From an optimization exercise on the open Yosys and OpenROAD flow, aimed at small area; shortcuts taken in it are not production practice. In this exercise RTL edits were held to simulation tests only and were not proved equivalent to the original. Power figures rest on the tool's default switching activity, not on a simulated workload.

==> design/flow/design.v <==
module dancechoreography(
	input        clock,
	input        reset,        
	output [3:0] enablecount
);
	reg  [7:0]  j;         
	reg         first;     
	reg         stepd;     
	reg  [14:0] up;        
	wire [511:0] tab_a = {
		64'b1100000000000000000000000000000000000000000000000000000000000000,
		64'b0000000000000000000000000000000000000000001100001010100010100011,
		64'b1011111100110101000011001010010110100001011000101010010001010010,
		64'b0111100101010111010111100010011011110011011011011000110110001101,
		64'b0000100100100011001000000011100100001011100000101010100100000101,
		64'b0100010110011111110110111000001001000111100001011010000100010111,
		64'b0010100000111001111010101011101001010011001111011011001111000110,
		64'b1100011011000000110000011001000100001001110000001101010000010101};
	wire [255:0] tab_b = {
		64'b0000000000000000000000000000000000000000000000000000000010011101,
		64'b1100010000011001010000110101101100101111010101111100110100000110,
		64'b1010001111100100111000000000010100111010001101011001000011111010,
		64'b1001001110000101000000110011001000011100001111001101100010110011};
	wire [1:0] a = tab_a[{j, 1'b0} +: 2];
	wire [1:0] bp = tab_b[{j[6:0], 1'b0} +: 2];
	wire [1:0] b = first ? bp : a;
	reg [14:0] target;     
	always @(*) begin
		case (b)
			2'd0: target = 15'h0a71;
			2'd1: target = 15'h0650;
			2'd2: target = 15'h4ec9;
			default: target = 15'h4bd8;
		endcase
	end
	wire pulse = (up == target);
	assign enablecount = 4'b0001 << a;
	always @(posedge clock) begin
		up <= (reset | pulse) ? 15'd0 : {up[13:0], ~(up[14] ^ up[12] ^ up[6] ^ up[2])};
		if (reset) begin
			j <= 8'd255;
			first <= 1'b0;
			stepd <= 1'b0;
		end else begin
			stepd <= pulse;
			if (stepd) begin
				j <= (j == 8'd202) ? 8'd0 : j + 8'd1;
				first <= (j == 8'd255) | (first & (j != 8'd99));
			end
		end
	end
endmodule
module FSM(
	input            clock,
	input            resetn,
	input      [3:0] enablecount,
	input      [7:0] score,
	output     [7:0] wir_x,
	output     [7:0] wir_y,
	output     [2:0] colour,
	output reg       plot,
	output     [3:0] pressEnable
);
	reg [5:0] state;
	reg [6:0] cnt;         
	wire       colst = ~state[5];
	wire       waitst = state[5] & ~state[4];
	wire       glyst = state[5] & state[4];
	wire [1:0] ss = state[1:0];
	wire       lastwait = waitst & (state[3:0] == 4'd8);
	localparam [6:0] T6 = 7'h1f, T19 = 7'h4f, T102 = 7'h2d;
	reg [6:0] term;
	always @(*) begin
		if (colst)
			term = (ss == 2'd0) ? T6 : (ss == 2'd1) ? T19 : 7'd0;
		else if (waitst)
			term = lastwait ? T19 : T102;
		else
			term = (ss == 2'd0 || (state[2] && ss == 2'd3)) ? T6 :
			       (ss == 2'd1) ? T102 : 7'd0;
	end
	reg [5:0] nstate;
	always @(*) begin
		if (colst) begin
			if (state[4:0] == 5'b01101)           
				nstate = 6'b100000;
			else if (state[4:0] == 5'b11111)      
				nstate = 6'b110000;
			else if (ss == 2'd2 && state[4:0] != 5'b11110)
				nstate = {1'b0, state[4:2] + 3'd1, 2'd0};
			else
				nstate = state + 6'd1;
		end else if (waitst)
			nstate = lastwait ? 6'b001110 : state + 6'd1;
		else
			nstate = (state[2] && ss == 2'd3) ? 6'd0 : state + 6'd1;
	end
	always @(posedge clock) begin
		if (~resetn) begin
			state <= 6'd0;
			cnt <= 7'd0;
		end else if (cnt == term) begin
			cnt <= 7'd0;
			state <= nstate;
		end else
			cnt <= {cnt[5:0], ~(cnt[6] ^ cnt[5])};
	end
	reg [27:0] ycs;        
	wire [6:0] yc [0:3];
	wire [3:0] idle, falling;
	genvar g;
	generate for (g = 0; g < 4; g = g + 1) begin : col
		assign yc[g] = ycs[7*g +: 7];
		assign idle[g] = (yc[g] == 7'd19);
		assign falling[g] = ~idle[g];
		assign pressEnable[g] = (yc[g] >= 7'd77);
		always @(posedge clock) begin
			if (~resetn)
				ycs[7*g +: 7] <= 7'd19;
			else if (idle[g] ? enablecount[g] : (colst && state[4:0] == 5'b11110))
				ycs[7*g +: 7] <= (yc[g] == 7'd90) ? 7'd19 : yc[g] + 7'd1;
		end
	end endgenerate
	wire [1:0] cc = state[3:2];
	always @(posedge clock) begin
		if (~resetn)
			plot <= 1'b0;
		else if (colst) begin
			case (ss)
				2'd0: plot <= 1'b0;
				2'd1: if (falling[cc]) plot <= 1'b1;
				default: if (state[4:0] == 5'b11110) plot <= 1'b0;
			endcase
		end else if (glyst) begin
			case (ss)
				2'd0: plot <= 1'b0;
				2'd1: plot <= 1'b1;
				2'd2: plot <= 1'b0;
				default: if (state[2]) plot <= 1'b0;
			endcase
		end
	end
	wire       first = (cnt == 7'd0);
	reg  [2:0] dc;
	always @(*) begin
		if (colst)
			case (ss)
				2'd0: dc = ~first ? {1'b1, cc} : (state[4:0] == 5'd0) ? 3'd4 : 3'd0;
				2'd3: dc = 3'd0;
				default: dc = {1'b1, cc};
			endcase
		else if (waitst)
			dc = 3'd7;
		else
			case (ss)
				2'd0: dc = first ? 3'd0 : {2'b01, state[2]};
				2'd3: dc = (state[2] & ~first) ? 3'd4 : 3'd0;
				default: dc = {2'b01, state[2]};
			endcase
	end
	wire colmode = dc[2];
	wire glymode = ~dc[2] & dc[1];
	reg [2:0] countx, county;
	reg [1:0] counter;
	reg       black2;
	wire      done = (counter == 2'd3);    
	wire      go = (counter == 2'd0) & (countx == 3'd0) & (county == 3'd0);
	reg [3:0] digit;
	wire [3:0] scoresel = dc[0] ? score[7:4] : score[3:0];
	wire [3:0] dsel = go ? scoresel : digit;
	wire [383:0] rowcode = {
		64'b1001001001001001101001101101101101101001101001100100100100101011,
		64'b1000000001101101101110010010001101001001001010111010010010110110,
		64'b1101101110101010000000000000000110101110110110110110101110101110,
		64'b0000000000000000000001101101101101101011101001101101101101100001,
		64'b1010011000000000000000011010110111011011011000011000011011011011,
		64'b0110100110000110001001001001001001001001010010010010101101101010};
	wire [2:0]  prow = rowcode[{dsel, county}*3 +: 3];
	wire [63:0] pattern = 64'b1111000011111111111100010000000111111110000011100000010011110000;
	wire pix = ~done & pattern[{prow, countx}];
	always @(posedge clock) begin
		if (~resetn || dc == 3'd0) begin
			countx <= 3'd0;
			county <= 3'd0;
			counter <= 2'd0;
			if (~resetn)
				black2 <= 1'b0;
		end else if (plot) begin
			if (colmode) begin
				if (countx == 3'd3) begin
					if (county != 3'd3) begin
						countx <= 3'd0;
						county <= county + 3'd1;
					end
				end else
					countx <= countx + 3'd1;
			end else if (glymode) begin
				if (go)
					digit <= scoresel;
				if (done)
					black2 <= 1'b1;
				else if (counter != 2'd2) begin
					counter <= counter + 2'd1;
					black2 <= ~pix;
				end else begin
					counter <= 2'd0;
					if (countx == 3'd4) begin
						if (county == 3'd4)
							counter <= 2'd3;
						else begin
							countx <= 3'd0;
							county <= county + 3'd1;
						end
					end else
						countx <= countx + 3'd1;
				end
			end
		end
	end
	wire [1:0] pc = cc - {1'b0, colst && ss == 2'd0};
	wire [1:0] xc = waitst ? 2'd3 : pc;
	reg  [7:0] xb;
	reg  [6:0] yb;
	always @(*) begin
		if (glyst) begin
			xb = state[2] ? 8'd103 : 8'd110;
			yb = 7'd30;
		end else begin
			xb = (xc == 2'd0) ? 8'd20 : (xc == 2'd1) ? 8'd40 : (xc == 2'd2) ? 8'd60 : 8'd80;
			yb = yc[xc];
		end
	end
	wire blk = colst & state[4] & ~(ss == 2'd0 && cc == 2'd0);
	assign wir_x = xb + {5'd0, countx};
	assign wir_y = {1'b0, yb} + {5'd0, county};
	assign colour = (colmode ? blk : black2) ? 3'b000 : 3'b111;
endmodule
module reactwin(
	input        clk,
	input        reset,
	input        enable,
	input        press,
	output       hit,
	output reg   digit
);
	localparam [15:0] C50000 = 16'h1cbd;
	localparam [15:0] C5000  = 16'hd4bd;
	localparam [15:0] C0     = 16'h1c9d;
	localparam [15:0] IDLE   = 16'h9cbd;
	localparam [15:0] IDLEZ  = 16'h9c9d;
	reg  [15:0] c;
	wire        idle  = (c == IDLE);
	wire        idlez = (c == IDLEZ);
	wire        zero  = (c == C0);
	wire        open_ = ~(idle | idlez | zero);    
	assign hit = open_ & press;
	always @(posedge clk) begin
		if (reset)
			c <= IDLE;
		else if (idle)
			c <= enable ? C50000 : IDLE;
		else if (idlez)
			c <= enable ? C0 : IDLEZ;
		else if (zero)
			c <= IDLE;
		else if (press)
			c <= IDLEZ;
		else
			c <= {c[14:0], c[15] ^ c[10] ^ c[8] ^ c[6]};
		if (reset)
			digit <= 1'b0;
		else if (open_) begin
			if (press)
				digit <= 1'b0;
			else if (c == C50000)
				digit <= 1'b1;
			else if (c == C5000)
				digit <= 1'b0;
		end
	end
endmodule
module reactiontime(
	input        clk,
	input        reset,
	input        resetscore,
	input  [3:0] enable,
	input  [3:0] press,
	output [3:0] digit,
	output reg [7:0] overallScore
);
	wire [3:0] hit;
	reactwin w0(clk, reset, enable[0], press[0], hit[0], digit[0]);
	reactwin w1(clk, reset, enable[1], press[1], hit[1], digit[1]);
	reactwin w2(clk, reset, enable[2], press[2], hit[2], digit[2]);
	reactwin w3(clk, reset, enable[3], press[3], hit[3], digit[3]);
	localparam [12:0] SEND = 13'h026e, REST = 13'h1000;
	reg  [12:0] cbi;
	wire        rest = (cbi == REST);
	wire        inc = (cbi == SEND);
	always @(posedge clk) begin
		if (reset)
			cbi <= REST;
		else if (rest | inc)
			cbi <= (|hit) ? 13'd0 : REST;
		else
			cbi <= {cbi[11:0], ~(cbi[12] ^ cbi[0])};
		if (reset)
			overallScore <= 8'd0;
		else if (inc)
			overallScore <= overallScore + 8'd1;
		else if (resetscore)
			overallScore <= 8'd0;
	end
endmodule
module hex_decoder(
	input  [3:0] hex_digit,
	output [6:0] segments
);
	wire [15:0] seg6 = 16'b0001000010000011;
	wire [15:0] seg5 = 16'b0010000010001110;
	wire [15:0] seg4 = 16'b0000001010111010;
	wire [15:0] seg3 = 16'b1000011010010010;
	wire [15:0] seg2 = 16'b1101000000000100;
	wire [15:0] seg1 = 16'b1101100001100000;
	wire [15:0] seg0 = 16'b0010100000010010;
	assign segments = {seg6[hex_digit], seg5[hex_digit], seg4[hex_digit], seg3[hex_digit],
	                   seg2[hex_digit], seg1[hex_digit], seg0[hex_digit]};
endmodule
module ddr_core (
	input        clk,
	input        resetn,       
	input        resetscore,   
	input  [3:0] key_n,        
	input  [3:0] pad_n,        
	output [7:0] x,
	output [7:0] y,
	output [2:0] colour,
	output       plot,
	output [6:0] hex0,
	output [6:0] hex1,
	output [6:0] hex2,
	output [6:0] hex3,
	output [6:0] hex4,
	output [6:0] hex5
);
	wire [3:0] enableCount;
	wire [3:0] pressEnable;
	wire [7:0] scoring;
	wire [3:0] digit;
	dancechoreography d0(clk, ~resetn, enableCount);
	FSM simulatechoreography(clk, resetn, enableCount, scoring, x, y, colour, plot, pressEnable);
	reactiontime test(clk, ~resetn, resetscore, pressEnable, ~key_n | ~pad_n, digit, scoring);
	hex_decoder hex0_dec(scoring[3:0], hex0);
	hex_decoder hex1_dec(scoring[7:4], hex1);
	assign hex2 = {1'b1, {3{digit[0]}}, 2'b00, digit[0]};
	assign hex3 = {1'b1, {3{digit[1]}}, 2'b00, digit[1]};
	assign hex4 = {1'b1, {3{digit[2]}}, 2'b00, digit[2]};
	assign hex5 = {1'b1, {3{digit[3]}}, 2'b00, digit[3]};
endmodule
==> design/flow/flow/run.sh <==
#!/bin/bash
# Own layout flow: the standard flow (standard.sh) with three changes.
#  1. After the standard synthesis, the combinational logic of its netlist is
#     optimised again (flow/reopt.sh: ABC &deepsyn, then area mapping to the
#     sky130hd cells). The flip-flops, their cell types and names are kept.
#  2. The port buffers that global placement inserts use the smallest buffer
#     cell.
#  3. Clock tree synthesis (same options as the standard flow with the
#     CTS_BUF_LIST of config.mk) inserts no dummy loads to balance the tree.
# Each tool's output goes to its own log in this folder (ORFS's per-step logs
# are under orfs/logs/).
set -euo pipefail
R=orfs/results/${FLOW_PLATFORM:-sky130hd}/ddr_core/base
export BUFFER_PORTS_ARGS="-buffer_cell sky130_fd_sc_hd__buf_1"
export CTS_ARGS="-sink_clustering_enable -repair_clock_nets -buf_list sky130_fd_sc_hd__clkbuf_8 -dont_use_dummy_load -sink_clustering_size 20 -sink_clustering_max_diameter 100"
bash standard.sh synth > synth.log 2>&1
cp $R/1_2_yosys.v 1_2_yosys.standard.v
bash flow/reopt.sh 1_2_yosys.standard.v $R/1_2_yosys.v reopt.log reopt_tmp
rm -f $R/1_synth.odb $R/1_synth.sdc
bash standard.sh > standard.log 2>&1
==> design/flow/flow/cellmodels.py <==
#!/usr/bin/env python3
"""cellmodels.py LIB NETLIST > models.v
Writes a Verilog model (assign from the Liberty function) for every
combinational sky130 cell type used in NETLIST, under the cell's own name.
Sequential cells (those with an ff/latch group) get no model."""
import re, sys
lib = open(sys.argv[1]).read()
net = open(sys.argv[2]).read()
used = sorted(set(re.findall(r'^\s*(sky130_fd_sc_hd__\w+)\s', net, re.M)))
def block(text, start):
    j = text.index('{', start); depth = 0; k = j
    while True:
        if text[k] == '{': depth += 1
        elif text[k] == '}':
            depth -= 1
            if depth == 0: return text[j:k]
        k += 1
def conv(f):
    f = f.strip().replace('!', '~').replace('+', '|').replace('*', '&')
    f = re.sub(r'(\w|\))\s+(?=[\w~(])', r'\1 & ', f)
    return f if f not in ('0', '1') else "1'b" + f
out = []
for c in used:
    body = block(lib, lib.index('cell ("%s")' % c))
    if re.search(r'\b(ff|latch|statetable)\s*\(', body):
        continue
    ins, outs = [], []
    for m in re.finditer(r'\bpin\s*\(\s*"?(\w+)"?\s*\)\s*\{', body):
        blk = block(body, m.end() - 1)
        d = re.search(r'direction\s*:\s*"?(\w+)"?', blk).group(1)
        f = re.search(r'\bfunction\s*:\s*"([^"]*)"', blk)
        (ins if d == 'input' else outs).append((m.group(1), f.group(1) if f else None))
    ports = ', '.join(['input ' + p for p, _ in ins] + ['output ' + p for p, _ in outs])
    out.append('module %s(%s);' % (c, ports))
    for p, f in outs:
        out.append('\tassign %s = %s;' % (p, conv(f)))
    out.append('endmodule')
print('\n'.join(out))
==> design/flow/flow/reopt.abc <==
strash
&get -n
&deepsyn -T 60 -S @SEED@
&put
dch -f
amap
topo
strash
dch -f
amap
topo
==> design/flow/flow/reopt.sh <==
#!/bin/bash
# reopt.sh IN.v OUT.v LOG TMPDIR : re-optimises the combinational logic of the
# standard synthesis netlist IN.v (flip-flops, their cell types and names
# untouched) and maps it again to the sky130hd cells, avoiding the platform's
# don't-use cells. Four ABC runs with different &deepsyn seeds go in parallel;
# the netlist with the smallest cell area is kept.
set -euo pipefail
IN=$1; OUT=$2; LOG=$3; TMP=$4
HERE=$(dirname "$(readlink -f "$0")")
PLAT=${FLOW_HOME:-/OpenROAD-flow-scripts/flow}/platforms/sky130hd
LIB=$PLAT/lib/sky130_fd_sc_hd__tt_025C_1v80.lib
YOSYS=$(command -v yosys || echo ${FLOW_HOME:-/OpenROAD-flow-scripts/flow}/../tools/install/yosys/bin/yosys)
mkdir -p "$TMP"
python3 "$HERE/cellmodels.py" "$LIB" "$IN" > "$TMP/models.v"
DONT=$(sed -n '/^export DONT_USE_CELLS/,/^$/p' "$PLAT/config.mk" | grep -oE 'sky130_fd_sc_hd__\w+' | sed 's/^/-dont_use /' | tr '\n' ' ')
for S in 1 2 3 4; do
  sed "s/@SEED@/$S/" "$HERE/reopt.abc" > "$TMP/reopt$S.abc"
  cat > "$TMP/reopt$S.ys" <<EOY
read_liberty -lib $LIB
read_verilog -overwrite $TMP/models.v
read_verilog $IN
hierarchy -top ddr_core
flatten
techmap
opt -fast -purge
abc -script $TMP/reopt$S.abc -liberty $LIB $DONT
opt_clean -purge
hilomap -singleton -hicell sky130_fd_sc_hd__conb_1 HI -locell sky130_fd_sc_hd__conb_1 LO
insbuf -buf sky130_fd_sc_hd__buf_4 A X
splitnets
opt_clean -purge
rename -enumerate -pattern rn%
tee -o $TMP/stat$S.txt stat -liberty $LIB
write_verilog -noattr -nohex -nodec $TMP/out$S.v
EOY
  "$YOSYS" -s "$TMP/reopt$S.ys" > "$TMP/reopt$S.log" 2>&1 &
done
wait
best=$(for S in 1 2 3 4; do echo "$(grep 'Chip area' "$TMP/stat$S.txt" | awk '{print $NF}') $S"; done | sort -g | head -1 | awk '{print $2}')
{ for S in 1 2 3 4; do echo "seed $S: $(grep 'Chip area' "$TMP/stat$S.txt")"; done; echo "kept seed $best"; cat "$TMP/reopt$best.log"; } > "$LOG"
cp "$TMP/out$best.v" "$OUT"
==> design/flow/standard.sh <==
#!/bin/bash
# synth_recipe.tcl (not shown) runs the flow's synth.tcl, then flattens the netlist and writes it again
# the make line also repeats each setting of config.mk as NAME=value (left out here)
make -C /OpenROAD-flow-scripts/flow DESIGN_CONFIG=/design/flow/config.mk WORK_HOME=/design/flow/orfs CLKGATE_MAP_FILE= SYNTH_SCRIPT=/design/flow/synth_recipe.tcl "${@:-finish}"
==> design/flow/config.mk <==
export PLATFORM = sky130hd
export DESIGN_NAME = ddr_core
export DESIGN_NICKNAME = ddr_core
export VERILOG_FILES = /design/flow/design.v
export SDC_FILE = /design/flow/constraint.sdc
export NUM_CORES = 4
export LEC_CHECK = 0
export ABC_AREA = 1
export CAP_MARGIN = 20
export CORE_MARGIN = 2
export CORE_UTILIZATION = 45
export CTS_BUF_LIST = sky130_fd_sc_hd__clkbuf_8
export PLACE_DENSITY = 0.6
export SLEW_MARGIN = 20
==> design/flow/constraint.sdc <==
create_clock -name core_clock -period 10.0 [get_ports {clk}]
set_input_delay 2.0000 -clock core_clock [delete_from_list [all_inputs] [get_ports {clk}]]
set_output_delay 2.0000 -clock core_clock [all_outputs]
set_load 0.01 [all_outputs]
==> impl_metrics.toml, run 1 <==
[floorplanning]
initial_core_util = 0.463
die_w_um = 140
core_area_mm2 = 0.0181
die_h_um = 140
dieArea_mm2 = 0.0197
pin_count = 73
rows = 49

[synth]
syn_avg_cell_area_um2 = 7.28
synthesis.area_mm2 = 0.00838
yosys_warnings = 4
syn_inst = 1151

[timing]
min_period_ps = 6930
rsz0062_at_grt = "no"
relSlewSlack = 0.369
whs_ps = 431
drv_slew = 0
setup-tns-final_ps = 0
max_freq_mhz = 144
hold_viol = 0
fin_skew_ps = 42.5
setup_violations = 0
worst_pin_slew_ps = 923
fin_crit_sh = 0.693

[worst_setup_path]
crit_type = "reg -> out"
crit_path_end_kind = "primary output"
worstPathRequired_ps = 8000
cp_data_arrival_time_ps = 4930
r2r_slack_ps = 5180
critPathMaxFanout = 6
worst_setup_path_start_kind = "flop"

[job]
max_cap_violations = 0

[drt]
post_drt_wl_per_cell_um = 14.5
drt-initial-drc-count = 496
wirelength_um = 20800
vias_per_cell = 5.55
first_pass_iters = 5
vias = 7958
ant_nets = 0
route.detailed.drc = 0

[finish]
antenna_cells = 0
nets = 1218
areaGrowthSynthToFinish_pct = 6.41
drive_gt1_frac = 0.0166

[clock_network]
h-tree-depth = 4
path_clk_slew_ps = 90
insertion_delay_ps = 450
hold_buffers = 0
cts_tree = "done"
post_cts_resize_count = 0
clock_path_buffers = 2
numCtsBuffers = 17
clock_sinks = 169
cts_root_buf = "clkbuf_8"
cts_setup_buffers = 0

[place]
dpl.hpwl_um = 15700
finalWeightedCongestion = 0.943
port-buffer-count = 59

[power_and_ir_drop]
p_total_mw = 1.36
max-vdd-ir-drop_mv = 0.103
p_per_area_mw_per_mm2 = 152
power.leakage_nw = 3.18

[global_route]
first_global_vias = 7178
antenna_found_initial = 0
overflow = 0
track_usage = 0.213
grt_max_degree = 41
grt_pass1_wl_um = 34700

[outcome]
status = "complete, no violations"

[min_path]
hold_class = "reg -> reg"
-- cell usage in the layout, fill, tap and decap left out, types with 13 or more instances in the layout --
master	count
conb_1	13
nand3_1	22
dfxtp_1	164
or2_0	36
nand2_1	73
buf_1	58
o21ai_0	80
nor2_1	240
clkinv_1	161
nor4_1	18
nor3_1	62
a21oi_1	55
a211oi_1	18
nor2b_1	23
clkbuf_8	17
a31oi_1	14
o22ai_1	25
-- through the flow --
| step | worst slack (ps) | util | cells | instance area [µm²] |
|---|---|---|---|---|
| 6_report | 3070 | 0.493 | 1434 | 8920 |
| 5_1_grt | 2560 | 0.493 | 1434 | 8920 |
| 4_1_cts | 3090 | 0.493 | 1434 | 8920 |
| 3_5_place_dp | 3590 | 0.480 | 1417 | 8680 |
| 3_3_place_gp | 3880 | 0.480 | 1417 | 8680 |
| 2_1_floorplan | 4530 | - | 1162 | 8420 |
-- worst max-delay path, cell delays in order (launching register included) --
cell	delay (ps)
dfxtp_1	320
nor2_1	290
clkinv_1	210
nor2_1	220
clkinv_1	110
o21ai_0	300
a21oi_1	190
clkinv_1	140
nor2_1	90
clkinv_1	120
nor2_1	50
a2111oi_0	730
nor2_1	80
a21oi_1	180
nand2_1	90
o21ai_0	100
and2_0	180
nor2_1	60
nor2_1	170
and2_0	240
and2_0	180
nor2_1	60
nor2_1	220
buf_1	190
-- routing by layer --
layer / track usage / part of all wire / vias up
met1: 0.309 / 0.50 / 3565
met3: 0.0520 / 0.070 / 30
li1: - / - / 4064
met5: 0 / 0 / -
met4: 0.0563 / 0.015 / 0
met2: 0.316 / 0.42 / 299
-- where the power goes --
part	total (mW)	switching, mW	internal [mW]
combinational	0.253	0.162	0.0914
sequential	0.750	0.0309	0.719
clock	0.355	0.205	0.150
-- path summary, 6_finish.rpt --
check | from | endpoint | depth (start not counted)
setup / recovery | simulatechoreography.state[1] | y[6] | 23
hold / removal | test.w2.c[7] | test.w2.c[8] | 2
setup reg to reg | d0.j[5] | simulatechoreography.ycs[27] | 20
hold reg to reg | test.w2.c[7] | test.w2.c[8] | 2
-- flip-flops by register name, summed over array words and instances, names as in the netlist, 2 cells and up --
signal,cells
simulatechoreography.cnt,7
test.w1.c,16
test.w0.c,16
d0.up,15
simulatechoreography.ycs,28
simulatechoreography.countx,3
simulatechoreography.counter,2
test.cbi,13
simulatechoreography.county,3
test.overallScore,8
test.w2.c,16
d0.j,8
simulatechoreography.state,6
simulatechoreography.digit,4
test.w3.c,16
-- layout make-up --
type | count | area (µm²)
Sequential cell | 169 | 3430
Clock buffer | 17 | 234
Tap cell | 229 | 287
Multi-Input combinational cell | 797 | 4120
Fill cell | 1840 | 9170
Inverter | 161 | 604
Timing Repair Buffer | 61 | 238
==> run 2: changes to the inputs <==
--- a/design/flow/flow/run.sh
+++ b/design/flow/flow/run.sh
@@ -13,5 +13,5 @@
 R=orfs/results/${FLOW_PLATFORM:-sky130hd}/ddr_core/base
 export BUFFER_PORTS_ARGS="-buffer_cell sky130_fd_sc_hd__buf_1"
-export CTS_ARGS="-sink_clustering_enable -repair_clock_nets -buf_list sky130_fd_sc_hd__clkbuf_8 -dont_use_dummy_load -sink_clustering_size 20 -sink_clustering_max_diameter 100"
+export CTS_ARGS="-sink_clustering_enable -repair_clock_nets -buf_list sky130_fd_sc_hd__clkbuf_8 -dont_use_dummy_load"
 bash standard.sh synth > synth.log 2>&1
 cp $R/1_2_yosys.v 1_2_yosys.standard.v
==> impl_metrics.toml, run 2 <==
[min_path]
hold_class = "reg -> reg"
min_from = "test.w2.c[7]"
holdPathStages = 2
hold-path-endpoint = "test.w2.c[8]"

[clock_network]
path_clk_slew_ps = 90
clock_sinks = 169
cts_root_buf = "clkbuf_8"
post_cts_resize_count = 0
clock_path_buffers = 2
cts_setup_buffers = 0
insertion_delay_ps = 450
hold_buffers = 0
h-tree-depth = 4
numCtsBuffers = 17
cts_tree = "done"

[timing]
relSlewSlack = 0.369
fin_skew_ps = 42.5
worst_pin_slew_ps = 923
setup_violations = 0
setup-tns-final_ps = 0
drv_slew = 0
rsz0062_at_grt = "no"
min_period_ps = 6930
hold_viol = 0
whs_ps = 431
fin_crit_sh = 0.693
max_freq_mhz = 144

[synth]
syn_avg_cell_area_um2 = 7.28
syn_inst = 1151
synthesis.area_mm2 = 0.00838
yosys_warnings = 4

[worst_setup_path]
crit_path_end_kind = "primary output"
cp_data_arrival_time_ps = 4930
worst_setup_path_start_kind = "flop"
worstPathRequired_ps = 8000
critPathMaxFanout = 6
crit_type = "reg -> out"
reg2reg_from = "d0.j[5]"
r2r_slack_ps = 5180
reg2reg_depth = 20
rr_endpoint = "simulatechoreography.ycs[27]"

[finish]
nets = 1218
largest_register_ffs = 28
final_core_utilization = 0.493
antenna_cells = 0
drive_gt1_frac = 0.0166
layout_commonest_cell = "nor2_1"
finish.instance_area_mm2 = 0.00892
largest-register = "simulatechoreography.ycs"
final_cell_mix = "240 x nor2_1, 164 x dfxtp_1, 161 x clkinv_1"
areaGrowthSynthToFinish_pct = 6.41

[global_route]
grt_pass1_wl_um = 34700
first_global_vias = 7178
overflow = 0
track_usage = 0.213
antenna_found_initial = 0
grt_max_degree = 41

[place]
port-buffer-count = 59
dpl.hpwl_um = 15700
finalWeightedCongestion = 0.943
place_area_mm2 = 0.00868

[floorplanning]
core_area_mm2 = 0.0181
dieArea_mm2 = 0.0197
rows = 49
pin_count = 73
die_h_um = 140
die_w_um = 140
initial_core_util = 0.463

[drt]
ant_nets = 0
vias_per_cell = 5.55
wirelength_um = 20800
drt-initial-drc-count = 496
first_pass_iters = 5
post_drt_wl_per_cell_um = 14.5
route.detailed.drc = 0
vias = 7958

[power_and_ir_drop]
power.switching_mw = 0.398
max-vdd-ir-drop_mv = 0.103
internal-power_mw = 0.960
clkPwrFrac = 0.261
power.leakage_nw = 3.18
switching_share = 0.293
p_per_area_mw_per_mm2 = 152
pwr-share-comb = 0.187
seqPwrFrac = 0.552

[outcome]
status = "complete, no violations"

[job]
max_cap_violations = 0
## run 2: final cells by class
cell class | instances | area [µm²]
repair buffers | 61 | 238
inverters | 161 | 604
clock buffers | 17 | 234
flip-flops and latches | 169 | 3430
well taps | 229 | 287
multi-input cells | 797 | 4120
fillers | 1840 | 9170
## run 2: power groups by stage
stage | combinational [mW] | sequential, mW | clock, mW
after floorplan | 0.209 | 0.756 | 0
after global placement | 0.254 | 0.765 | 0
after detailed placement | 0.254 | 0.765 | 0
after CTS | 0.255 | 0.750 | 0.373
after global routing | 0.290 | 0.755 | 0.400
final | 0.253 | 0.750 | 0.355
## run 2: routing by layer
layer | GRT usage | share of wire
met4 | 0.0563 | 0.015
met3 | 0.0520 | 0.070
met2 | 0.316 | 0.42
met5 | 0 | 0
met1 | 0.309 | 0.50
## run 2: worst max path at each step
stage,startpoint,end
after floorplan,simulatechoreography.state[1],y[6]
after global placement,simulatechoreography.state[1],y[6]
after detailed placement,simulatechoreography.state[1],y[6]
after CTS,simulatechoreography.state[1],y[6]
after global routing,simulatechoreography.state[1],y[6]
final,simulatechoreography.state[1],y[6]
## run 2: per-stage QoR
stage          setup WS (ps)  std cells  total power, mW
2_1_floorplan           4530       1162            0.965
3_3_place_gp            3880       1417             1.02
3_5_place_dp            3590       1417             1.02
4_1_cts                 3090       1434             1.38
5_1_grt                 2560       1434             1.45
6_report                3070       1434             1.36
## run 2: worst max-delay path, stage by stage, from the launching register on
cell and delay [ps]:
dfxtp_1 320, nor2_1 290, clkinv_1 210, nor2_1 220
clkinv_1 110, o21ai_0 300, a21oi_1 190, clkinv_1 140
nor2_1 90, clkinv_1 120, nor2_1 50, a2111oi_0 730
nor2_1 80, a21oi_1 180, nand2_1 90, o21ai_0 100
and2_0 180, nor2_1 60, nor2_1 170, and2_0 240
and2_0 180, nor2_1 60, nor2_1 220, buf_1 190
==> run 3: changes to the inputs <==
--- a/design/flow/flow/run.sh
+++ b/design/flow/flow/run.sh
@@ -13,5 +13,5 @@
 R=orfs/results/${FLOW_PLATFORM:-sky130hd}/ddr_core/base
 export BUFFER_PORTS_ARGS="-buffer_cell sky130_fd_sc_hd__buf_1"
-export CTS_ARGS="-sink_clustering_enable -repair_clock_nets -buf_list sky130_fd_sc_hd__clkbuf_8 -dont_use_dummy_load"
+export CTS_ARGS="-sink_clustering_enable -repair_clock_nets -buf_list sky130_fd_sc_hd__clkbuf_16 -dont_use_dummy_load -sink_clustering_size 30 -sink_clustering_max_diameter 200"
 bash standard.sh synth > synth.log 2>&1
 cp $R/1_2_yosys.v 1_2_yosys.standard.v
==> impl_metrics.toml, run 3 <==
[outcome]
status = "complete, no violations"

[drt]
vias_per_cell = 5.62
vias = 8088
route.detailed.drc = 0
wirelength_um = 21400
ant_nets = 0
first_pass_iters = 5
drt-initial-drc-count = 648
post_drt_wl_per_cell_um = 14.9

[floorplanning]
die_h_um = 140
pin_count = 73
rows = 49
initial_core_util = 0.463
dieArea_mm2 = 0.0197
core_area_mm2 = 0.0181
die_w_um = 140

[place]
finalWeightedCongestion = 0.968
port-buffer-count = 59
dpl.hpwl_um = 16000
dp_slack_ps = 4320

[worst_setup_path]
crit_type = "reg -> out"
crit_path_end_kind = "primary output"
cp.buffers_inverters = 4
cp_data_arrival_time_ps = 4180
cpLargestDelayFamily = "compound AO/OA/AOI/OAI gates"
worst_setup_path_start_kind = "flop"
slowest_delay_ps = 590
r2r_slack_ps = 4970
slowest_stage = "o21ai_0"
critPathMaxFanout = 8
worstPathRequired_ps = 8000
crit_chain = "clkinv_1 -> a31oi_1 -> clkinv_1 -> o21ai_0 -> clkinv_1 -> a2111oi_0 -> nand2_1 -> o21a_1 -> nand2_1 -> and3_1 -> or2_0 -> and3_1 -> nand2_1 -> nor2_1 -> a21oi_1 -> buf_1"

[synth]
syn_avg_cell_area_um2 = 7.26
synthesis.area_mm2 = 0.00838
syn_inst = 1154
yosys_warnings = 4

[power_and_ir_drop]
power.leakage_nw = 3.33
max-vdd-ir-drop_mv = 0.131
p_total_mw = 1.75
p_per_area_mw_per_mm2 = 192

[clock_network]
h-tree-depth = 4
hold_buffers = 0
cts_tree = "done"
numCtsBuffers = 17
cts_setup_buffers = 0
path_clk_slew_ps = 70
post_cts_resize_count = 0
insertion_delay_ps = 430
clock_sinks = 169
cts_root_buf = "clkbuf_16"
clock_path_buffers = 2

[timing]
drv_slew = 0
whs_ps = 405
fin_skew_ps = 26.6
hold_viol = 0
min_period_ps = 6180
setup_violations = 0
worst_slack_ps = 3820
relSlewSlack = 0.380
setup-tns-final_ps = 0
fin_crit_sh = 0.618
rsz0062_at_grt = "no"
max_freq_mhz = 162
worst_pin_slew_ps = 917

[global_route]
first_global_vias = 7281
grt_max_degree = 40
track_usage = 0.222
grt_pass1_wl_um = 35600
antenna_found_initial = 0
overflow = 0

[finish]
areaGrowthSynthToFinish_pct = 8.95
fillers = 1780
largest-register = "simulatechoreography.ycs"
drive_gt1_frac = 0.0190
layout_commonest_cell = "nor2_1"
final_cell_mix = "231 x nor2_1, 166 x clkinv_1, 164 x dfxtp_1"
largest_register_ffs = 28
antenna_cells = 0
nets = 1223

[job]
max_cap_violations = 0

[min_path]
hold_class = "reg -> reg"
[run 3: changes by cell type in the layout (fill, tap and decap cells not counted), moves of 4 or more]
cell       change
a31oi_1        +5
nor2_1         -9
nor3_1         +9
o21a_1         +4
nor2b_1        -5
clkbuf_16     +17
a22oi_1        -4
clkbuf_8      -17
a2111oi_0      -4
o211ai_1       -6
clkinv_1       +5
[run 3: worst paths after layout]
path	endpoint	cells after the start	start
setup reg to reg	d0.up[0]	19	d0.j[0]
setup / recovery	y[6]	16	simulatechoreography.state[2]
hold / removal	test.w2.c[8]	2	test.w2.c[7]
hold reg to reg	test.w2.c[8]	2	test.w2.c[7]
[run 3: metal layers]
layer	global-route usage	vias up	wire (µm)
li1	-	4119	-
met1	0.316	3605	10300
met2	0.328	307	8900
met3	0.0424	57	1510
met4	0.0946	0	693
met5	0	-	0
[run 3: cell type report]
class	instances	area, µm²	area share
multi-input cells	795	4110	0.450
flip-flops and latches	169	3430	0.376
inverters	166	623	0.0683
clock buffers	17	425	0.0466
well taps	229	287	0.0314
repair buffers	63	253	0.0277
[run 3: per-stage QoR]
stage                      util  instances  cell area [µm²]
after floorplan               -       1165             8420
after global placement    0.481       1422             8690
after detailed placement  0.481       1422             8690
after CTS                 0.504       1439             9120
after global routing      0.505       1439             9130
final                     0.505       1439             9130
[run 3: power breakdown]
part	switching (mW)	total (mW)	leakage, nW	internal (mW)
sequential	0.0297	0.747	1.38	0.717
clock	0.228	0.523	0.209	0.295
combinational	0.318	0.479	1.75	0.161
[run 3: worst reg2reg max path, stage by stage, from the launching register on]
cell and delay [ps]:
dfxtp_1 570, clkinv_1 430, nor2_1 330, clkinv_1 240, nor2_1 210, clkinv_1 110
o21ai_0 110, or3_1 160, a21oi_1 70, nor3_1 180, a21oi_1 90, a21oi_1 140
nor2_1 70, o21ai_0 590, clkinv_1 310, a211oi_1 360, a211oi_1 80, o221ai_1 390
nand2_1 280, a211oi_1 260
==> run 4: changes to the inputs <==
==> design/flow/flow/run.sh (replaced) <==
#!/bin/bash
# Own layout flow: the standard flow (standard.sh) with three changes.
#  1. After the standard synthesis, the combinational logic of its netlist is
#     optimised again (flow/reopt.sh: ABC &deepsyn with eight seeds, then area
#     mapping to the sky130hd cells; the smallest result is kept). The flip-flops, their cell types and names are kept.
#  2. The port buffers that global placement inserts use the smallest buffer
#     cell.
#  3. Clock tree synthesis (same options as the standard flow with the
#     CTS_BUF_LIST of config.mk) inserts no dummy loads to balance the tree.
# Each tool's output goes to its own log in this folder (ORFS's per-step logs
# are under orfs/logs/).
set -euo pipefail
R=orfs/results/${FLOW_PLATFORM:-sky130hd}/ddr_core/base
export BUFFER_PORTS_ARGS="-buffer_cell sky130_fd_sc_hd__buf_1"
export CTS_ARGS="-sink_clustering_enable -repair_clock_nets -buf_list sky130_fd_sc_hd__clkbuf_8 -dont_use_dummy_load"
bash standard.sh synth > synth.log 2>&1
cp $R/1_2_yosys.v 1_2_yosys.standard.v
bash flow/reopt.sh 1_2_yosys.standard.v $R/1_2_yosys.v reopt.log reopt_tmp
rm -f $R/1_synth.odb $R/1_synth.sdc
bash standard.sh > standard.log 2>&1
==> design/flow/flow/reopt.abc (replaced) <==
strash
&get -n
&deepsyn -T 120 -S @SEED@
&put
dch -f
amap
topo
strash
dch -f
amap
topo
--- a/design/flow/flow/reopt.sh
+++ b/design/flow/flow/reopt.sh
@@ -3,6 +3,6 @@
 # standard synthesis netlist IN.v (flip-flops, their cell types and names
 # untouched) and maps it again to the sky130hd cells, avoiding the platform's
-# don't-use cells. Four ABC runs with different &deepsyn seeds go in parallel;
-# the netlist with the smallest cell area is kept.
+# don't-use cells. Eight ABC runs with different &deepsyn seeds (four at a
+# time) are made; the netlist with the smallest cell area is kept.
 set -euo pipefail
 IN=$1; OUT=$2; LOG=$3; TMP=$4
@@ -14,5 +14,5 @@
 python3 "$HERE/cellmodels.py" "$LIB" "$IN" > "$TMP/models.v"
 DONT=$(sed -n '/^export DONT_USE_CELLS/,/^$/p' "$PLAT/config.mk" | grep -oE 'sky130_fd_sc_hd__\w+' | sed 's/^/-dont_use /' | tr '\n' ' ')
-for S in 1 2 3 4; do
+for S in 1 2 3 4 5 6 7 8; do
   sed "s/@SEED@/$S/" "$HERE/reopt.abc" > "$TMP/reopt$S.abc"
   cat > "$TMP/reopt$S.ys" <<EOY
@@ -34,8 +34,13 @@
 write_verilog -noattr -nohex -nodec $TMP/out$S.v
 EOY
-  "$YOSYS" -s "$TMP/reopt$S.ys" > "$TMP/reopt$S.log" 2>&1 &
+  ( "$YOSYS" -s "$TMP/reopt$S.ys" > "$TMP/reopt$S.log" 2>&1 || true ) &
+  if [ $S -eq 4 ]; then wait; fi
 done
 wait
-best=$(for S in 1 2 3 4; do echo "$(grep 'Chip area' "$TMP/stat$S.txt" | awk '{print $NF}') $S"; done | sort -g | head -1 | awk '{print $2}')
-{ for S in 1 2 3 4; do echo "seed $S: $(grep 'Chip area' "$TMP/stat$S.txt")"; done; echo "kept seed $best"; cat "$TMP/reopt$best.log"; } > "$LOG"
+best=$(for S in 1 2 3 4 5 6 7 8; do
+  if [ -s "$TMP/out$S.v" ] && [ -s "$TMP/stat$S.txt" ]; then
+    echo "$(grep 'Chip area' "$TMP/stat$S.txt" | awk '{print $NF}') $S"
+  fi
+done | sort -g | head -1 | awk '{print $2}')
+{ for S in 1 2 3 4 5 6 7 8; do echo "seed $S: $(grep -s 'Chip area' "$TMP/stat$S.txt" || echo failed)"; done; echo "kept seed $best"; cat "$TMP/reopt$best.log"; } > "$LOG"
 cp "$TMP/out$best.v" "$OUT"
==> impl_metrics.toml, run 4 <==
[outcome]
status = "complete, no violations"

[synth]
yosys_warnings = 4
synthesis.area_mm2 = 0.00838
syn_inst = 1142
syn_avg_cell_area_um2 = 7.34

[clock_network]
clock_sinks = 169
insertion_delay_ps = 450
numCtsBuffers = 17
cts_setup_buffers = 0
clock_path_buffers = 2
cts_root_buf = "clkbuf_8"
post_cts_resize_count = 0
path_clk_slew_ps = 100
hold_buffers = 0
cts_tree = "done"
h-tree-depth = 4

[global_route]
first_global_vias = 7008
grt_max_degree = 43
overflow = 0
grt_pass1_wl_um = 34200
track_usage = 0.212
antenna_found_initial = 0

[timing]
worst_pin_slew_ps = 941
max_freq_mhz = 161
hold_viol = 0
worst_slack_ps = 3800
setup-tns-final_ps = 0
fin_crit_sh = 0.620
min_period_ps = 6200
setup_violations = 0
relSlewSlack = 0.366
rsz0062_at_grt = "no"
drv_slew = 0
fin_skew_ps = 36.0

[drt]
first_pass_iters = 7
ant_nets = 0
route.detailed.drc = 0
vias_per_cell = 5.59
vias = 7961
wirelength_um = 20900
post_drt_wl_per_cell_um = 14.7
drt-initial-drc-count = 811

[power_and_ir_drop]
p_total_mw = 1.36
max-vdd-ir-drop_mv = 0.116
p_per_area_mw_per_mm2 = 152
power.leakage_nw = 3.16

[finish]
largest_register_ffs = 28
largest-register = "simulatechoreography.ycs"
antenna_cells = 0
layout_commonest_cell = "nor2_1"
areaGrowthSynthToFinish_pct = 6.40
drive_gt1_frac = 0.0192
final_cell_mix = "243 x nor2_1, 164 x dfxtp_1, 141 x clkinv_1"
nets = 1209

[worst_setup_path]
worstSetupEndpoint = "y[6]"
r2r_slack_ps = 4190
cp.buffers_inverters = 3
reg2reg_from = "d0.j[1]"
worst_setup_path_start_kind = "flop"
crit_top_cell = "nand2_1"
rr_endpoint = "simulatechoreography.ycs[20]"
slowest_delay_ps = 510
crit_path_end_kind = "primary output"
worstPathRequired_ps = 8000
crit_start = "simulatechoreography.state[2]"
critPathMaxFanout = 8
reg2reg_depth = 20
slowest_stage = "o21ai_0"
crit_type = "reg -> out"
cp_data_arrival_time_ps = 4200
cp.depth = 17
cpLargestDelayFamily = "compound AO/OA/AOI/OAI gates"
crit_chain = "nand2_1 -> o21ai_0 -> clkinv_1 -> nand2_1 -> clkinv_1 -> a211oi_1 -> nand2_1 -> o21a_1 -> nand2_1 -> nand2_1 -> o22ai_1 -> nand2_1 -> nor2_1 -> nand2_1 -> o21a_1 -> nor2_1 -> buf_1"

[min_path]
holdPathStages = 2
hold_class = "reg -> reg"

[place]
dp_slack_ps = 4270
dpl.hpwl_um = 15700
finalWeightedCongestion = 0.974
port-buffer-count = 59

[floorplanning]
pin_count = 73
rows = 49
die_h_um = 141
die_w_um = 141
core_area_mm2 = 0.0181
initial_core_util = 0.462
dieArea_mm2 = 0.0197

[job]
max_cap_violations = 0
[run 4: worst min-delay path by stage]
stage | from | end | slack, ps
2_1_floorplan | test.w1.c[12] | test.w1.c[13] | 400
6_report | test.w1.c[12] | test.w1.c[13] | 420
5_1_grt | d0.up[2] | d0.up[3] | 450
3_3_place_gp | test.w1.c[12] | test.w1.c[13] | 410
3_5_place_dp | test.w1.c[12] | test.w1.c[13] | 410
4_1_cts | test.w1.c[12] | test.w1.c[13] | 430
[run 4: power by group]
part / switching, mW / internal [mW]
Combinational: 0.163 / 0.0889
Clock: 0.211 / 0.150
Sequential: 0.0289 / 0.716
[run 4: metrics by stage]
stage	instances	hold slack (ps)	util	area (µm²)
finish	1425	422	0.492	8920
global route	1425	446	0.492	8920
CTS	1425	428	0.492	8920
detailed placement	1408	414	0.479	8690
global placement	1408	413	0.479	8690
floorplan	1153	398	-	8430
[run 4: layout make-up]
class	instances	area [µm²]
clock buffer	17	234
inverter	141	529
timing repair buffer	64	260
sequential	169	3430
multi-input combinational	805	4180
fill	1866	9230
tap	229	287
[run 4: worst min-delay path, delay by kind of cell, from the launching register on]
family | cells | cell delay [ps]
and+or+nand+nor | 1 | 30
DFF | 1 | 310
buffers and inverters | 1 | 40
[run 4: layer usage]
metal / part of all wire / global-route usage / vias to the layer above
met5: 0 / 0 / -
li1: - / - / 4054
met4: 0.023 / 0.0737 / 0
met3: 0.061 / 0.0451 / 47
met2: 0.43 / 0.327 / 261
met1: 0.48 / 0.296 / 3599
==> run 5: changes to the inputs <==
--- a/design/flow/design.v
+++ b/design/flow/design.v
@@ -4,24 +4,27 @@
 	output [3:0] enablecount
 );
-	reg  [7:0]  j;         
+	reg  [7:0]  m;         
+	reg         p;         
+	reg  [1:0]  a;         
 	reg         first;     
 	reg         stepd;     
+	reg         stepdd;    
 	reg  [14:0] up;        
-	wire [511:0] tab_a = {
-		64'b1100000000000000000000000000000000000000000000000000000000000000,
-		64'b0000000000000000000000000000000000000000001100001010100010100011,
-		64'b1011111100110101000011001010010110100001011000101010010001010010,
-		64'b0111100101010111010111100010011011110011011011011000110110001101,
-		64'b0000100100100011001000000011100100001011100000101010100100000101,
-		64'b0100010110011111110110111000001001000111100001011010000100010111,
-		64'b0010100000111001111010101011101001010011001111011011001111000110,
-		64'b1100011011000000110000011001000100001001110000001101010000010101};
-	wire [255:0] tab_b = {
-		64'b0000000000000000000000000000000000000000000000000000000010011101,
-		64'b1100010000011001010000110101101100101111010101111100110100000110,
-		64'b1010001111100100111000000000010100111010001101011001000011111010,
-		64'b1001001110000101000000110011001000011100001111001101100010110011};
-	wire [1:0] a = tab_a[{j, 1'b0} +: 2];
-	wire [1:0] bp = tab_b[{j[6:0], 1'b0} +: 2];
+	wire [255:0] tab_c = {
+		64'b0000000000000000000000000000000000000000000000000000011000001010,
+		64'b1000101001101111111001110100000110001011010010100101001000101011,
+		64'b0001010000110110110101010111010110100011001111100111001111001001,
+		64'b1100100111000000110000100110001000000110110000001110100000101010};
+	wire [511:0] tab_b = {
+		64'b0000000000000000000000000000000000000000000000000000000000000000,
+		64'b0000000000000000000000000000000000000000000010100101111101011111,
+		64'b0000010100000000010110100101010100000000111101010101101011110000,
+		64'b1010111111110101010101011111111100001111010100000000010110101010,
+		64'b1010000011111111101001010000111110100000000000000000010101010000,
+		64'b1111101010100000111101010101101001010000000011111111101010101010,
+		64'b0101000011111010000001010101000000000000111100001111000010100000,
+		64'b0101111100000000111111110000111101011010000010101111000011111111};
+	wire       bit_ = tab_c[m];
+	wire [1:0] bp = tab_b[{m, 1'b0} +: 2];
 	wire [1:0] b = first ? bp : a;
 	reg [14:0] target;     
@@ -39,13 +42,22 @@
 		up <= (reset | pulse) ? 15'd0 : {up[13:0], ~(up[14] ^ up[12] ^ up[6] ^ up[2])};
 		if (reset) begin
-			j <= 8'd255;
-			first <= 1'b0;
+			m <= 8'd1;
+			p <= 1'b0;
+			a <= 2'd3;
+			first <= 1'b1;
 			stepd <= 1'b0;
+			stepdd <= 1'b0;
 		end else begin
 			stepd <= pulse;
+			stepdd <= stepd;
+			if (stepd | stepdd)
+				m <= (m == 8'd202) ? 8'd0 : m + 8'd1;
 			if (stepd) begin
-				j <= (j == 8'd202) ? 8'd0 : j + 8'd1;
-				first <= (j == 8'd255) | (first & (j != 8'd99));
+				a <= {p, bit_};
+				if (m == 8'd201)
+					first <= 1'b0;
 			end
+			if (stepdd)
+				p <= bit_;
 		end
 	end
@@ -106,10 +118,10 @@
 			cnt <= {cnt[5:0], ~(cnt[6] ^ cnt[5])};
 	end
-	reg [27:0] ycs;        
+	reg [27:0] ycsn;       
 	wire [6:0] yc [0:3];
 	wire [3:0] idle, falling;
 	genvar g;
 	generate for (g = 0; g < 4; g = g + 1) begin : col
-		assign yc[g] = ycs[7*g +: 7];
+		assign yc[g] = ~ycsn[7*g +: 7];
 		assign idle[g] = (yc[g] == 7'd19);
 		assign falling[g] = ~idle[g];
@@ -117,7 +129,7 @@
 		always @(posedge clock) begin
 			if (~resetn)
-				ycs[7*g +: 7] <= 7'd19;
+				ycsn[7*g +: 7] <= ~7'd19;
 			else if (idle[g] ? enablecount[g] : (colst && state[4:0] == 5'b11110))
-				ycs[7*g +: 7] <= (yc[g] == 7'd90) ? 7'd19 : yc[g] + 7'd1;
+				ycsn[7*g +: 7] <= ~((yc[g] == 7'd90) ? 7'd19 : yc[g] + 7'd1);
 		end
 	end endgenerate
@@ -132,12 +144,6 @@
 				default: if (state[4:0] == 5'b11110) plot <= 1'b0;
 			endcase
-		end else if (glyst) begin
-			case (ss)
-				2'd0: plot <= 1'b0;
-				2'd1: plot <= 1'b1;
-				2'd2: plot <= 1'b0;
-				default: if (state[2]) plot <= 1'b0;
-			endcase
-		end
+		end else if (glyst)
+			plot <= (ss == 2'd1);    
 	end
 	wire       first = (cnt == 7'd0);
--- a/design/flow/flow/run.sh
+++ b/design/flow/flow/run.sh
@@ -2,6 +2,7 @@
 # Own layout flow: the standard flow (standard.sh) with three changes.
 #  1. After the standard synthesis, the combinational logic of its netlist is
-#     optimised again (flow/reopt.sh: ABC &deepsyn with eight seeds, then area
-#     mapping to the sky130hd cells; the smallest result is kept). The flip-flops, their cell types and names are kept.
+#     optimised again (flow/reopt.sh: ABC &deepsyn with eight seeds, then
+#     area mapping to the sky130hd cells; the smallest result is kept). The
+#     flip-flops, their cell types and names are kept.
 #  2. The port buffers that global placement inserts use the smallest buffer
 #     cell.
==> impl_metrics.toml, run 5 <==
[power_and_ir_drop]
power.switching_mw = 0.386
seqPwrFrac = 0.563
power.leakage_nw = 3.10
clkPwrFrac = 0.271
internal-power_mw = 0.955
pwr-share-comb = 0.166
switching_share = 0.288
p_per_area_mw_per_mm2 = 155
max-vdd-ir-drop_mv = 0.0985

[worst_setup_path]
reg2reg_from = "simulatechoreography.cnt[1]"
crit_path_end_kind = "primary output"
rr_endpoint = "simulatechoreography.black2"
cp_data_arrival_time_ps = 3760
worst_setup_path_start_kind = "flop"
critPathMaxFanout = 8
worstPathRequired_ps = 8000
crit_type = "reg -> out"
reg2reg_depth = 18
r2r_slack_ps = 5650

[drt]
route.detailed.drc = 0
vias = 7447
top_layer_used = "met4"
wirelength_met1_um = 9140
drt-initial-drc-count = 528
wl_met3_um = 874
dr_wl_met2_um = 8610
post_drt_wl_per_cell_um = 13.9
first_pass_iters = 6
vias_per_cell = 5.49
wirelength_um = 18900
ant_nets = 0

[floorplanning]
pin_count = 73
core_area_mm2 = 0.0178
rows = 49
initial_core_util = 0.456
die_w_um = 138
dieArea_mm2 = 0.0192
die_h_um = 138

[min_path]
hold_class = "reg -> reg"
min_from = "test.w0.c[12]"
holdPathStages = 2
hold-path-endpoint = "test.w0.c[13]"

[clock_network]
h-tree-depth = 4
post_cts_resize_count = 0
cts_setup_buffers = 0
path_clk_slew_ps = 70
cts_root_buf = "clkbuf_8"
insertion_delay_ps = 470
clock_sinks = 173
numCtsBuffers = 17
clock_path_buffers = 2
cts_tree = "done"
hold_buffers = 0

[outcome]
status = "complete, no violations"

[finish]
nets = 1141
layout_commonest_cell = "nor2_1"
areaGrowthSynthToFinish_pct = 6.50
final_cell_mix = "191 x nor2_1, 168 x dfxtp_1, 142 x clkinv_1"
antenna_cells = 0
largest_register_ffs = 28
drive_gt1_frac = 0.0177
largest-register = "simulatechoreography.ycsn"

[timing]
worst_pin_slew_ps = 1040
rsz0062_at_grt = "no"
setup-tns-final_ps = 0
fin_skew_ps = 36.3
setup_violations = 0
relSlewSlack = 0.297
max_freq_mhz = 173
drv_slew = 0
hold_viol = 0
fin_crit_sh = 0.576
worst_slack_ps = 4240
min_period_ps = 5760

[place]
finalWeightedCongestion = 0.907
dpl.hpwl_um = 14200
dp_slack_ps = 4690
port-buffer-count = 59

[global_route]
first_global_vias = 6802
track_usage = 0.201
grt_pass1_wl_um = 32300
antenna_found_initial = 0
overflow = 0
grt_max_degree = 36

[synth]
synthesis.area_mm2 = 0.00814
syn_inst = 1075
syn_avg_cell_area_um2 = 7.57
yosys_warnings = 4

[job]
max_cap_violations = 0
## run 5: through the flow
step	hold WS [ps]	area, µm²	total power [mW]	instances	utilization
floorplan	397	8180	0.935	1086	-
global placement	408	8430	0.989	1340	0.473
detailed placement	409	8430	0.991	1340	0.473
CTS	418	8670	1.35	1357	0.486
global route	445	8670	1.42	1357	0.486
finish	417	8670	1.34	1357	0.486
## run 5: worst max path at each step
stage / startpoint / end / slack, ps
final: simulatechoreography.state[2] / y[6] / 4240
after global routing: simulatechoreography.state[2] / y[6] / 3670
after CTS: simulatechoreography.state[2] / y[6] / 4200
after detailed placement: simulatechoreography.state[2] / y[6] / 4690
after global placement: simulatechoreography.state[2] / y[6] / 4850
after floorplan: simulatechoreography.state[2] / y[6] / 5270
## run 5: power groups by stage
| stage | registers, mW | logic, mW | clock network, mW |
|---|---|---|---|
| finish | 0.755 | 0.222 | 0.364 |
| global route | 0.761 | 0.251 | 0.407 |
| CTS | 0.756 | 0.221 | 0.378 |
| detailed placement | 0.771 | 0.219 | 0 |
| global placement | 0.772 | 0.218 | 0 |
| floorplan | 0.763 | 0.173 | 0 |
## run 5: critical path, stage by stage (launching register included)
cell and delay [ps]:
dfxtp_1 460, clkinv_1 250, nand2_1 140, o21ai_0 120, nor2_1 310, nand2_1 250, o22ai_1 200, a21oi_1 50
o21ai_0 110, nand2_1 110, o21a_1 120, nand2_1 80, nand2_1 60, nand2_1 80, nand2_1 70, nor2_1 150
clkinv_1 100, nor2_1 200, and2_0 180, nor2_1 50, nor2_1 100, buf_1 150
## run 5: per-layer routing
layer,vias up,global-route usage
li1,3855,-
met3,30,0.0447
met5,-,0
met2,198,0.329
met1,3364,0.271
met4,0,0.0537
## run 5: layout make-up
| cell class | count | area (µm²) |
|---|---|---|
| fillers | 1843 | 9170 |
| multi-input cells | 735 | 3860 |
| flip-flops and latches | 173 | 3510 |
| inverters | 142 | 533 |
| well taps | 229 | 287 |
| repair buffers | 61 | 238 |
| clock buffers | 17 | 234 |
==> run 6: changes to the inputs <==
--- a/design/flow/design.v
+++ b/design/flow/design.v
@@ -250,9 +250,9 @@
 	output reg   digit
 );
-	localparam [15:0] C50000 = 16'h1cbd;
-	localparam [15:0] C5000  = 16'hd4bd;
-	localparam [15:0] C0     = 16'h1c9d;
-	localparam [15:0] IDLE   = 16'h9cbd;
-	localparam [15:0] IDLEZ  = 16'h9c9d;
+	localparam [15:0] C50000 = 16'hde90;
+	localparam [15:0] C5000  = 16'h9585;
+	localparam [15:0] C0     = 16'hde98;
+	localparam [15:0] IDLE   = 16'hdf90;
+	localparam [15:0] IDLEZ  = 16'hdf98;
 	reg  [15:0] c;
 	wire        idle  = (c == IDLE);
@@ -273,5 +273,5 @@
 			c <= IDLEZ;
 		else
-			c <= {c[14:0], c[15] ^ c[10] ^ c[8] ^ c[6]};
+			c <= {c[14:0], c[15] ^ c[2]};
 		if (reset)
 			digit <= 1'b0;
==> impl_metrics.toml, run 6 <==
[floorplanning]
pin_count = 73
dieArea_mm2 = 0.0192
initial_core_util = 0.456
die_w_um = 139
rows = 49
die_h_um = 139
core_area_mm2 = 0.0179

[clock_network]
clock_path_buffers = 2
cts_tree = "done"
hold_buffers = 0
cts_setup_buffers = 0
h-tree-depth = 4
insertion_delay_ps = 460
cts_root_buf = "clkbuf_8"
post_cts_resize_count = 0
numCtsBuffers = 17
path_clk_slew_ps = 90
clock_sinks = 173

[global_route]
grt_max_degree = 37
overflow = 0
grt_pass1_wl_um = 32000
antenna_found_initial = 1
first_global_vias = 6651
track_usage = 0.199

[drt]
wirelength_um = 19100
first_pass_iters = 5
ant_nets = 0
drt-initial-drc-count = 585
vias = 7490
post_drt_wl_per_cell_um = 14.1
route.detailed.drc = 0
vias_per_cell = 5.56

[worst_setup_path]
critPathMaxFanout = 9
slowest_delay_ps = 470
crit_chain = "nand2_1 -> o21ai_0 -> or2_0 -> nor2_1 -> a311oi_1 -> nor2_1 -> nand2_1 -> o21ai_0 -> o21ai_0 -> nand2_1 -> nand2_1 -> and3_1 -> nand2_1 -> nor2_1 -> a21oi_1 -> buf_1"
slowest_stage = "dfxtp_1"
worst_setup_path_start_kind = "flop"
cp_data_arrival_time_ps = 3910
crit_top_cell = "nand2_1"
worstPathRequired_ps = 8000
crit_type = "reg -> out"
crit_path_end_kind = "primary output"

[timing]
drv_slew = 0
fin_crit_sh = 0.591
max_freq_mhz = 169
relSlewSlack = 0.462
rsz0062_at_grt = "no"
setup_violations = 0
hold_viol = 0
min_period_ps = 5910
worst_slack_ps = 4090
setup-tns-final_ps = 0
fin_skew_ps = 33.0
worst_pin_slew_ps = 801

[finish]
largest-register = "simulatechoreography.ycsn"
antenna_cells = 0
largest_register_ffs = 28
finish.instance_area_mm2 = 0.00869
fillers = 1775
nets = 1132
drive_gt1_frac = 0.0179
regArea_mm2 = 0.00351
layout_commonest_cell = "nor2_1"
multi_input_area_mm2 = 0.00389
areaGrowthSynthToFinish_pct = 6.58
final_cell_mix = "196 x nor2_1, 168 x dfxtp_1, 142 x clkinv_1"

[synth]
syn_inst = 1065
syn_avg_cell_area_um2 = 7.66
synthesis.area_mm2 = 0.00816
yosys_warnings = 4

[place]
place_area_mm2 = 0.00846
dp_slack_ps = 4550
port-buffer-count = 59
dpl.hpwl_um = 14200
finalWeightedCongestion = 0.928

[power_and_ir_drop]
p_total_mw = 1.18
max-vdd-ir-drop_mv = 0.0801
power.leakage_nw = 3.01
p_per_area_mw_per_mm2 = 136

[job]
max_cap_violations = 0

[min_path]
hold_class = "reg -> reg"

[outcome]
status = "complete, no violations"
## run 6: area by class of cell
cell class,count,share of cell area
timing repair buffer,61,0.0273
multi-input combinational,726,0.447
inverter,142,0.0613
sequential,173,0.404
tap,229,0.0330
clock buffer,17,0.0269
## run 6: through the flow
step | hold WS (ps) | utilization | cells
floorplan | 400 | - | 1076
global placement | 412 | 0.473 | 1331
detailed placement | 410 | 0.473 | 1331
CTS | 417 | 0.486 | 1348
global route | 440 | 0.486 | 1348
finish | 417 | 0.486 | 1348
## run 6: final timing paths
check,startpoint,endpoint,slack [ps],cells after the start
min,test.w1.c[1],test.w1.c[2],420,2
max,simulatechoreography.state[2],y[6],4090,16
min reg2reg,test.w1.c[1],test.w1.c[2],420,2
max reg2reg,simulatechoreography.cnt[1],simulatechoreography.black2,6010,16
## run 6: critical path: cells and delay by family, from the launching register on
| family | cells | cell delay, ps |
|---|---|---|
| AOI/OAI and AO/OA | 5 | 1200 |
| buffers and inverters | 1 | 140 |
| and+or+nand+nor | 10 | 1660 |
| DFF | 1 | 470 |
## run 6: routing by layer
layer  routed length (µm)  share of wire  global-route usage  vias up
met1                 9240           0.48               0.278     3389
met2                 8560           0.45               0.317      231
met3                  915          0.048              0.0342       31
met5                    0              0                   0        -
li1                     -              -                   -     3839
met4                  340          0.018              0.0659        0
## run 6: report_power, final
part	leakage [nW]	switching [mW]	internal [mW]
logic	1.49	0.0640	0.0358
clock network	0.122	0.216	0.150
registers	1.41	0.00980	0.703

## separate check: timing with driven ports
The results above use ideal ports. As a check the final layouts listed here were re-extracted and re-timed, cells and wires unchanged. Step 1 sets driving cells, clkbuf_16 on the clock port and buf_2 on the other inputs (assumed; they add their load-dependent delay and slew). Step 2 adds t to the input delays and takes it off the output delays; t is the mean of the earliest and latest rising clock arrival at the registers after step 1. Input paths then give back, and output paths get back, about the clock's delay inside the block. Slacks: ideal / step 1 / step 2; pairs: ideal / step 1.
| run | shift t [ns] | setup slack, ns | worst slew at a driven data input, ns |
|---|---|---|---|
| run 1 | 0.465 | 3.070 / 3.032 / 3.497 | 0.04 |
| run 2 | 0.465 | 3.070 / 3.032 / 3.497 | 0.04 |
| run 3 | 0.460 | 3.817 / 3.771 / 4.231 | 0.03 |
| run 4 | 0.480 | 3.798 / 3.756 / 4.187 | 0.04 |
| run 5 | 0.486 | 4.235 / 4.196 / 4.682 | 0.05 |
| run 6 | 0.480 | 4.093 / 4.054 / 4.534 | 0.03 |
After both steps setup and hold are still met in every run listed.
